Background: an optimization exercise with open tools, aiming at a short achievable clock period and few clock cycles. Do not read the settings as production practice. Only simulation tests tie the RTL to the original design; equivalence was not proved. Power figures rest on the tool's default switching activity, not on a simulated workload.

==> job 9138 <==
Design RV32nexpo, start of the top module:
module RV32nexpo (
  input rst,
  input clk,
  output error,
  output end_prog,
  input  [31:0] InstrData,
  output [31:0] InstrAddr,
  input  [31:0] mem_in,
  output [31:0] mem_out,
  output [31:0] mem_address,
  output [3:0]  mem_mask,
  output mem_read,
  output mem_write
);
Settings: LEC_CHECK=0, ABC_CLOCK_PERIOD_IN_PS=2500, CAP_MARGIN=20, CORE_MARGIN=2, CORE_UTILIZATION=40, SLEW_MARGIN=20; clock period 10.0 ns.
standard.sh (not shown) runs the stock make flow with config.mk's settings and CLKGATE_MAP_FILE= SYNTH_SCRIPT=/design/flow/synth_recipe.tcl, a recipe that flattens the netlist after the stock synthesis.
==> flow/flow/run.sh <==
#!/bin/bash
# The standard layout (standard.sh: ORFS synthesis to final), with only
# the setup repair target raised: repair_timing works until the worst setup
# slack is SETUP_SLACK_MARGIN ns (or it can do no better). The clock, its
# period and the I/O constraints are the standard flow's, unchanged.
set -euo pipefail
bash standard.sh SETUP_SLACK_MARGIN=6.5 finish > orfs_make.log 2>&1
==> inputs of job 9769, as changes to job 9138 <==
--- a/flow/design.v
+++ b/flow/design.v
@@ -33,12 +33,24 @@
     3'b110:  br = LTU;
     3'b111:  br = !LTU;
     default: br = 1'b0;
   endcase
   assign branch = br;
 endmodule
+module SumEq (
+  input  [31:0] a,
+  input  [31:0] b,
+  input  [31:2] c,
+  output        eq
+);
+  wire [1:0]  lo = a[1:0] + b[1:0];
+  wire [31:0] nc = ~{c, lo};
+  wire [31:0] x  = a ^ b ^ nc;
+  wire [31:0] y  = {(a[30:0] & b[30:0]) | (a[30:0] & nc[30:0]) | (b[30:0] & nc[30:0]), 1'b0};
+  assign eq = &(x ^ y);
+endmodule
 module registros (
   input         clk,
   input  [4:0]  readReg1,
   input  [4:0]  readReg2,
   output [31:0] reg1,
   output [31:0] reg2,
@@ -100,16 +112,21 @@
   reg [31:2] i_pc;       
   reg        d_v;
   reg [31:0] d_ir;
   reg [31:2] d_pc;
   reg        halt_end, halt_err;
   reg        i_fp, d_fp;   
-  reg        lb_v;
-  reg [31:2] lb_pc, lb_tgt;
-  wire       F_hit = lb_v & (f_pc == lb_pc);
-  wire [31:2] F_next = F_hit ? lb_tgt : f_pc + 30'd1;
+  reg [31:2] i_ptgt, d_ptgt, e_ptgt;   
+  reg [15:0] bt_v;
+  reg        be_en, be_val, bd_en;
+  reg [31:2] be_pc, be_tgt, bd_pc, bd_tgt;
+  reg [11:6] bt_tag [0:15];
+  reg [31:2] bt_tgt [0:15];
+  wire [3:0] F_idx = f_pc[5:2];
+  wire       F_hit = bt_v[F_idx] & (bt_tag[F_idx] == f_pc[11:6]);
+  wire [31:2] F_next = F_hit ? bt_tgt[F_idx] : f_pc + 30'd1;
   assign InstrAddr = {f_pc, 2'b00};
   assign end_prog  = halt_end;
   assign error     = halt_err;
   wire halted = halt_end | halt_err;
   wire [6:0] D_opcode = d_ir[6:0];
   wire [4:0] D_rd     = d_ir[11:7];
@@ -156,12 +173,13 @@
                     !d_ir[8] & (d_ir[11:9] != 3'd0) & (d_ir[11:9] <= 3'd4);
   wire [1:0] D_brK = d_ir[10:9] - 2'd1;    
   wire D_jalShort = D_isJAL & !d_ir[31] & (d_ir[30:24] == 7'd0) & (d_ir[19:12] == 8'd0) &
                     !d_ir[20] & !d_ir[21] & (d_ir[23:22] != 2'd0);
   wire [1:0] D_jalK = d_ir[23:22] - 2'd1;  
   wire D_predT = (D_isJAL & !D_jalShort) | (D_isBRANCH & d_ir[31]);
+  wire D_pred  = d_fp | D_predT;    
   wire [31:0] rf1, rf2;
   reg  [31:0] r_res;
   reg  [4:0]  r_rdw;
   registros reg32 (
     .clk(clk),
     .readReg1(D_rs1), .readReg2(D_rs2),
@@ -224,24 +242,31 @@
   reg        e_v, e_isBr, e_isJALR, e_isStore, e_pred, e_isCSR, e_usePres, e_sra;
   reg [8:0]  e_op;
   reg [4:0]  e_csrsel;
   reg [2:0]  e_f3;
   reg [4:0]  e_zimm;
   reg [31:0] e_a, e_b, e_s, e_pres;
-  reg [31:2] e_alt;
+  reg [31:2] e_alt, e_pc, e_tgt;
+  reg        e_fp, e_isJAL;
   wire [31:0] E_a = e_a;
   wire [31:0] E_b = e_b;
   wire [31:0] E_s = e_s;
   wire [31:0] E_sum, E_alu;
   wire        E_take;
   ALU alu (
     .op({2'b00, e_op}), .sra(e_sra), .in1(E_a), .in2(E_b), .funct3(e_f3),
     .sum(E_sum), .ALUout(E_alu), .branch(E_take));
-  wire E_redirect = !e_sq & ((e_isBr & !e_brShort & (E_take ^ e_pred)) | e_isJALR);
+  wire E_jalrEq;
+  SumEq jalrcheck (.a(E_a), .b(E_b), .c(e_ptgt), .eq(E_jalrEq));
+  wire E_jalrOk   = e_pred & E_jalrEq;
+  wire E_fpMis    = !e_sq & e_fp & ((e_isBr & E_take) | e_isJAL) & (e_ptgt != e_tgt);
+  wire E_redirect = (!e_sq & ((e_isBr & !e_brShort & (E_take ^ e_pred)) | (e_isJALR & !E_jalrOk))) | E_fpMis;
   wire E_skip     = !e_sq & e_isBr & e_brShort & E_take & (e_brK != 2'd0);   
   wire [31:2] E_target = e_isJALR ? E_sum[31:2] : e_alt;
+  wire E_btIns = !e_sq & ((e_isBr & !e_pred & E_take) | (e_isJALR & !E_jalrOk));
+  wire E_btDel = (!e_sq & e_isBr & e_pred & !E_take) | E_fpMis;
   reg [63:0] cycle, instret;
   reg [31:0] PWM_;
   wire [31:0] E_csrv = ({32{e_csrsel[0]}} & PWM_)
                      | ({32{e_csrsel[1]}} & cycle[31:0])
                      | ({32{e_csrsel[2]}} & cycle[63:32])
                      | ({32{e_csrsel[3]}} & instret[31:0])
@@ -265,102 +290,113 @@
   reg [1:0]  m_lo;
   assign mem_address = {m_addr, 2'b00};
   assign mem_out     = m_sdata;
   assign mem_mask    = m_mask;
   assign mem_read    = m_rd;
   assign mem_write   = m_wr;
-  reg         r_redir;
-  reg  [31:2] r_tgt;
-  wire D_go   = d_v & !D_stall & !halted & !r_redir & (kill_cnt == 2'd0);
+  reg         r_redir, rd_redir;
+  reg  [31:2] r_tgt, rd_tgt, r_tgtB;
+  reg         r_useB;
+  wire D_go   = d_v & !D_stall & !halted & !r_redir & !rd_redir & (kill_cnt == 2'd0);
   wire D_kill = kill_cnt != 2'd0;
   wire D_halt = D_go & !E_redirect & !E_skip & (D_isEBREAK | D_isILL);
   wire D_pass = D_go & !(D_isEBREAK | D_isILL);
-  wire D_fpbad = d_fp & (D_kill | !(D_isBRANCH & d_ir[31]));
+  wire D_fpbad = d_fp & (D_kill | !(D_isBRANCH | D_isJAL | D_isJALR));
   wire D_redir = d_v & (D_fpbad | (D_predT & !d_fp & !D_kill));
   wire [31:2] D_rtgt = d_fp ? D_link : D_tgt;
   wire E_recover = E_skip & d_v & !D_stall & (D_redir | d_fp);
+  wire        F_alt   = rst_r | r_redir | rd_redir | (D_stall & i_v);
+  wire [31:2] F_altpc = rst_r ? 30'd0 : r_redir ? (r_useB ? r_tgtB : r_tgt) : rd_redir ? rd_tgt : i_pc;
   always @(posedge clk) begin
-    if (rst_r) begin
-      f_pc <= 30'd0;
-      i_v  <= 1'b0;
-      d_v  <= 1'b0;
-    end else if (r_redir) begin
-      f_pc <= r_tgt;
+    f_pc <= F_alt ? F_altpc : F_next;
+    if (rst_r | r_redir | rd_redir) begin
       i_v  <= 1'b0;
       d_v  <= 1'b0;
     end else if (D_stall) begin
-      if (i_v) begin            
-        f_pc <= i_pc;
-        i_v  <= 1'b0;
-      end else begin
-        f_pc <= F_next;
-        i_v  <= 1'b1;
-      end
-    end else if (D_redir) begin
-      f_pc <= D_rtgt;
-      i_v  <= 1'b0;
-      d_v  <= 1'b0;
+      i_v  <= !i_v;             
     end else begin
-      f_pc <= F_next;
       i_v  <= 1'b1;
       d_v  <= i_v & !halted;
     end
     i_pc <= f_pc;
     i_fp <= F_hit;
+    i_ptgt <= bt_tgt[F_idx];
     r_redir <= !rst_r & (E_redirect | E_recover);
-    r_tgt   <= E_redirect ? E_target : D_link;
+    rd_redir <= !rst_r & d_v & !r_redir & !rd_redir & !D_stall & D_redir;
+    rd_tgt   <= D_rtgt;
+    r_tgt   <= (e_isBr & e_brShort) ? D_link : E_target;   
+    r_tgtB  <= e_tgt;
+    r_useB  <= E_fpMis;
     if (!D_stall) begin
       d_ir <= InstrData;
       d_pc <= i_pc;
       d_fp <= i_fp;
+      d_ptgt <= i_ptgt;
     end
+    be_en  <= !rst_r & (E_btIns | E_btDel);
+    be_val <= E_btIns;
+    be_pc  <= e_pc;
+    be_tgt <= E_target;
+    bd_en  <= !rst_r & d_v & !d_fp & (D_isJAL | (D_isBRANCH & d_ir[31]));
+    bd_pc  <= d_pc;
+    bd_tgt <= D_tgt;
     if (rst_r)
-      lb_v <= 1'b0;
-    else if (d_v & D_isBRANCH & d_ir[31] & !d_fp) begin
-      lb_v   <= 1'b1;
-      lb_pc  <= d_pc;
-      lb_tgt <= D_btgt;
+      bt_v <= 16'd0;
+    else if (be_en) begin
+      bt_v[be_pc[5:2]]   <= be_val;
+      bt_tag[be_pc[5:2]] <= be_pc[11:6];
+      bt_tgt[be_pc[5:2]] <= be_tgt;
+    end else if (bd_en) begin
+      bt_v[bd_pc[5:2]]   <= 1'b1;
+      bt_tag[bd_pc[5:2]] <= bd_pc[11:6];
+      bt_tgt[bd_pc[5:2]] <= bd_tgt;
     end
     e_a     <= D_rs1v;
     e_b     <= D_bv;
     e_s     <= D_rs2v;
     e_pres  <= D_pres;
-    e_alt   <= D_predT ? D_link : D_btgt;
-    e_pred  <= D_predT;
+    e_alt   <= D_pred ? D_link : D_btgt;
+    e_pred  <= D_pred;
+    e_pc    <= d_pc;
+    e_tgt   <= D_tgt;
+    e_fp    <= d_fp;
+    e_ptgt  <= d_ptgt;
     e_op    <= D_op;
     e_sra   <= D_alt;
     e_f3    <= D_funct3;
     e_zimm  <= D_rs1;
     e_csrsel <= D_csrsel;
     e_usePres <= D_usePres;
     e_isCSR <= D_isCSR;
     if (rst_r | !D_pass) begin
       e_v       <= 1'b0;
       e_isBr    <= 1'b0;
       e_isJALR  <= 1'b0;
+      e_isJAL   <= 1'b0;
       e_isStore <= 1'b0;
       e_ld      <= 1'b0;
       e_rdw     <= 5'd0;
     end else begin
       e_v       <= 1'b1;
       e_isBr    <= D_isBRANCH;
       e_isJALR  <= D_isJALR;
+      e_isJAL   <= D_isJAL;
       e_isStore <= D_isSTORE;
       e_ld      <= D_isLOAD;
       e_rdw     <= D_rdw;
     end
     e_sq <= !rst_r & (E_redirect | E_skip);
     if (rst_r | E_redirect)
       kill_cnt <= 2'd0;
     else if (E_skip)
       kill_cnt <= e_brK - {1'b0, d_v & !D_stall};
     else if (kill_cnt != 2'd0)
-      kill_cnt <= kill_cnt - {1'b0, d_v & !halted & !r_redir};
-    else if (D_pass & D_jalShort)
+      kill_cnt <= kill_cnt - {1'b0, d_v & !halted & !r_redir & !rd_redir};
+    else if (D_pass & D_jalShort & !d_fp)
       kill_cnt <= D_jalK;
-    e_brShort <= D_brShort;
+    e_brShort <= D_brShort & !d_fp;
     e_brK     <= D_brK;
     if (rst_r) begin
       halt_end <= 1'b0;
       halt_err <= 1'b0;
     end else if (D_halt) begin
       halt_end <= D_isEBREAK;
==> inputs of job 4556, as changes to job 9138 <==
--- a/flow/design.v
+++ b/flow/design.v
@@ -50,37 +50,25 @@
   assign reg2 = (readReg2 == 5'd0) ? 32'b0 : WORKREG[readReg2];
   always @(posedge clk)
     if (wr_reg != 5'd0)
       WORKREG[wr_reg] <= wr_data;
 endmodule
 module LoadfromMEM (
-  input  [31:0] data_mem,    
-  input  [31:0] other,       
-  input         use_other,
-  input  [3:0]  b0sel,       
-  input         b1m1,        
-  input         b1m3,        
-  input         b1s,         
-  input         b23m,        
-  input         b23s,        
-  input  [3:0]  sgsel,       
+  input  [1:0]  addr_LSB,
+  input  [31:0] data_mem,
+  input  [1:0]  data_width,  
+  input         sin_signo,   
   output [31:0] data_readed
 );
-  wire sign = |(sgsel & {data_mem[31], data_mem[23], data_mem[15], data_mem[7]});
-  assign data_readed[7:0]   = ({8{b0sel[0]}} & data_mem[7:0])
-                            | ({8{b0sel[1]}} & data_mem[15:8])
-                            | ({8{b0sel[2]}} & data_mem[23:16])
-                            | ({8{b0sel[3]}} & data_mem[31:24])
-                            | ({8{use_other}} & other[7:0]);
-  assign data_readed[15:8]  = ({8{b1m1}} & data_mem[15:8])
-                            | ({8{b1m3}} & data_mem[31:24])
-                            | ({8{b1s & sign}})
-                            | ({8{use_other}} & other[15:8]);
-  assign data_readed[31:16] = ({16{b23m}} & data_mem[31:16])
-                            | ({16{b23s & sign}})
-                            | ({16{use_other}} & other[31:16]);
+  wire [15:0] data_half = addr_LSB[1] ? data_mem[31:16] : data_mem[15:0];
+  wire  [7:0] data_byte = addr_LSB[0] ? data_half[15:8] : data_half[7:0];
+  wire signo_byte = !sin_signo & data_byte[7];
+  wire signo_half = !sin_signo & data_half[15];
+  assign data_readed = data_width[1] ? data_mem
+                     : data_width[0] ? {{16{signo_half}}, data_half}
+                     :                 {{24{signo_byte}}, data_byte};
 endmodule
 module RV32nexpo (
   input rst,
   input clk,
   output error,
   output end_prog,
@@ -180,19 +168,19 @@
   wire h2E = (D_rs2u != 5'd0) & (D_rs2u == e_rdwv);
   wire h2M = (D_rs2u != 5'd0) & (D_rs2u == m_rdw);
   wire h2W = (D_rs2u != 5'd0) & (D_rs2u == w_rdw);
   wire h2R = (D_rs2  != 5'd0) & (D_rs2  == r_rdw);
   reg  [1:0] kill_cnt;    
   wire D_stall = d_v & (kill_cnt == 2'd0) & (((h1E | h2E) & e_ldv) | ((h1M | h2M) & m_ld));
-  reg [3:0]  w_b0sel, w_sgsel;
-  reg        w_b1m1, w_b1m3, w_b1s, w_b23m, w_b23s;
-  wire [31:0] W_val;    
+  reg [2:0]  w_f3;
+  reg [1:0]  w_lo;
+  wire [31:0] W_ldata;
   LoadfromMEM load (
-    .data_mem(mem_in), .other(w_res), .use_other(!w_ld),
-    .b0sel(w_b0sel), .b1m1(w_b1m1), .b1m3(w_b1m3), .b1s(w_b1s),
-    .b23m(w_b23m), .b23s(w_b23s), .sgsel(w_sgsel), .data_readed(W_val));
+    .addr_LSB(w_lo), .data_mem(mem_in), .data_width(w_f3[1:0]),
+    .sin_signo(w_f3[2]), .data_readed(W_ldata));
+  wire [31:0] W_val = w_ld ? W_ldata : w_res;    
   wire [31:0] E_res;
   wire [31:0] D_rs1m = h1M ? m_res : h1R ? r_res : rf1;
   wire [31:0] D_rs2m = h2M ? m_res : h2R ? r_res : rf2;
   wire        D_bimm = !(D_isALUreg | D_isBRANCH);   
   wire [31:0] D_bm   = D_bimm ? D_aimm : D_rs2m;
   wire [31:0] D_rs1v = h1E ? E_res : (h1W & !h1M) ? W_val : D_rs1m;
@@ -265,29 +253,26 @@
   reg [1:0]  m_lo;
   assign mem_address = {m_addr, 2'b00};
   assign mem_out     = m_sdata;
   assign mem_mask    = m_mask;
   assign mem_read    = m_rd;
   assign mem_write   = m_wr;
-  reg         r_redir;
-  reg  [31:2] r_tgt;
-  wire D_go   = d_v & !D_stall & !halted & !r_redir & (kill_cnt == 2'd0);
-  wire D_kill = kill_cnt != 2'd0;
+  wire D_go   = d_v & !D_stall & !halted & (kill_cnt == 2'd0);
+  wire D_kill = (kill_cnt != 2'd0) | E_skip;
   wire D_halt = D_go & !E_redirect & !E_skip & (D_isEBREAK | D_isILL);
   wire D_pass = D_go & !(D_isEBREAK | D_isILL);
   wire D_fpbad = d_fp & (D_kill | !(D_isBRANCH & d_ir[31]));
   wire D_redir = d_v & (D_fpbad | (D_predT & !d_fp & !D_kill));
   wire [31:2] D_rtgt = d_fp ? D_link : D_tgt;
-  wire E_recover = E_skip & d_v & !D_stall & (D_redir | d_fp);
   always @(posedge clk) begin
     if (rst_r) begin
       f_pc <= 30'd0;
       i_v  <= 1'b0;
       d_v  <= 1'b0;
-    end else if (r_redir) begin
-      f_pc <= r_tgt;
+    end else if (E_redirect) begin
+      f_pc <= E_target;
       i_v  <= 1'b0;
       d_v  <= 1'b0;
     end else if (D_stall) begin
       if (i_v) begin            
         f_pc <= i_pc;
         i_v  <= 1'b0;
@@ -303,14 +288,12 @@
       f_pc <= F_next;
       i_v  <= 1'b1;
       d_v  <= i_v & !halted;
     end
     i_pc <= f_pc;
     i_fp <= F_hit;
-    r_redir <= !rst_r & (E_redirect | E_recover);
-    r_tgt   <= E_redirect ? E_target : D_link;
     if (!D_stall) begin
       d_ir <= InstrData;
       d_pc <= i_pc;
       d_fp <= i_fp;
     end
     if (rst_r)
@@ -351,13 +334,13 @@
     e_sq <= !rst_r & (E_redirect | E_skip);
     if (rst_r | E_redirect)
       kill_cnt <= 2'd0;
     else if (E_skip)
       kill_cnt <= e_brK - {1'b0, d_v & !D_stall};
     else if (kill_cnt != 2'd0)
-      kill_cnt <= kill_cnt - {1'b0, d_v & !halted & !r_redir};
+      kill_cnt <= kill_cnt - {1'b0, d_v & !halted};
     else if (D_pass & D_jalShort)
       kill_cnt <= D_jalK;
     e_brShort <= D_brShort;
     e_brK     <= D_brK;
     if (rst_r) begin
       halt_end <= 1'b0;
@@ -381,22 +364,14 @@
       m_rd  <= e_ldv;
       m_wr  <= e_isStore & !e_sq;
       m_ld  <= e_ldv;
       m_rdw <= e_rdwv;
     end
     w_res <= m_res;
-    w_b0sel <= !m_ld ? 4'b0000 : m_f3[1] ? 4'b0001 : m_f3[0] ? (m_lo[1] ? 4'b0100 : 4'b0001)
-                                                             : (4'b0001 << m_lo);
-    w_b1m1  <= m_ld & (m_f3[1] | (m_f3[0] & !m_lo[1]));
-    w_b1m3  <= m_ld & !m_f3[1] & m_f3[0] & m_lo[1];
-    w_b1s   <= m_ld & !m_f3[1] & !m_f3[0];
-    w_b23m  <= m_ld & m_f3[1];
-    w_b23s  <= m_ld & !m_f3[1];
-    w_sgsel <= (!m_ld | m_f3[1] | m_f3[2]) ? 4'b0000
-             : m_f3[0] ? (m_lo[1] ? 4'b1000 : 4'b0010)
-             :           (4'b0001 << m_lo);
+    w_f3  <= m_f3;
+    w_lo  <= m_lo;
     w_ld  <= m_ld;
     w_rdw <= rst_r ? 5'd0 : m_rdw;
     r_res <= W_val;
     r_rdw <= rst_r ? 5'd0 : w_rdw;
     if (rst_r) begin
       PWM_    <= 32'b0;
==> comparison table <==
Required time worst endpoint: job 9769 10.79 ns; job 4556 10.76 ns; job 9138 10.74 ns
Total Power: job 9769 27.3 mW; job 4556 18.6 mW; job 9138 18.5 mW
Count of flip-flops with a built-in enable after synthesis: job 9769 1661; job 4556 1115; job 9138 1115
Area used by multi-input combinational logic: job 9769 51400 sq um; job 4556 44000 sq um; job 9138 42900 sq um
Switching power: job 9769 7.62 mW; job 4556 5.19 mW; job 9138 5.13 mW
Tot GR Track Use: job 9769 0.299; job 4556 0.300; job 9138 0.303
Clk_buf instances: job 9769 373; job 4556 242; job 9138 262
Register-to-register setup slack: job 9769 6.26 ns; job 4556 6.07 ns; job 9138 6.31 ns
Post-route design area: job 9769 143000 sq um; job 4556 109000 sq um; job 9138 108000 sq um
Lkg Pwr: job 9769 49.6 nW; job 4556 38.5 nW; job 9138 38.1 nW
M2 GR Usage: job 9769 0.442; job 4556 0.471; job 9138 0.479
Fmax: job 9769 0.267 GHz; job 4556 0.254 GHz; job 9138 0.271 GHz
Largest net degree at the start of global routing: job 9769 72; job 4556 90; job 9138 93
Floorplan Core Area: job 9769 294000 sq um; job 4556 222000 sq um; job 9138 222000 sq um
M1 WL: job 9769 182000 microns; job 4556 133000 microns; job 9138 135000 microns
Tcrit/Tclk final: job 9769 0.374; job 4556 0.393; job 9138 0.369
Wire length of the first global-routing pass: job 9769 635000 microns; job 4556 488000 microns; job 9138 495000 microns
Clk tree area frac: job 9769 0.0629; job 4556 0.0587; job 9138 0.0579
Non-clock buffer total of the final layout: job 9769 844; job 4556 722; job 9138 695
CP Data Arrival Time: job 9769 4.53 ns; job 4556 4.70 ns; job 9138 4.43 ns
Routed vias/inst: job 9769 6.36; job 4556 6.31; job 9138 6.33
Result of the run: job 9769 finished clean; job 4556 finished clean; job 9138 finished clean
Testbench counts of job 9138, summed over its fixed seeds: cycles 29,886.
Testbench counts of job 9769, summed over its fixed seeds: cycles 28,893.
Testbench counts of job 4556, summed over its fixed seeds: cycles 29,468.

## separate check: timing with driven ports
How much do the figures lean on ideal ports? The routed layouts below were timed once more, with nothing changed but the port constraints. Step 1: set_driving_cell puts a clkbuf_16 on clk and a buf_2 on each other input, an assumption about the parent block. Step 2 times the ports against the registers' clock, not the clock port: input delays grow and output delays shrink by t, the midpoint of the rising clock arrivals with the driver on. Three values: no drivers, after step 1, after step 2; two values: the first two.
run | t, ns | setup slack, ns | worst register clock-pin slew, ns | pins driven straight from the clock port
job 9138 | 0.943 | 6.306 / 6.306 / 5.503 | 0.07 / 0.07 | 1
job 9769 | 0.934 | 6.256 / 6.256 / 5.655 | 0.07 / 0.07 | 1
job 4556 | 0.918 | 6.067 / 6.067 / 5.620 | 0.07 / 0.07 | 1
After both steps every run listed still meets setup and hold. For job 9138, which loses most, drivers alone change the setup slack by 0.000 ns; drivers and shift together by -0.803 ns.
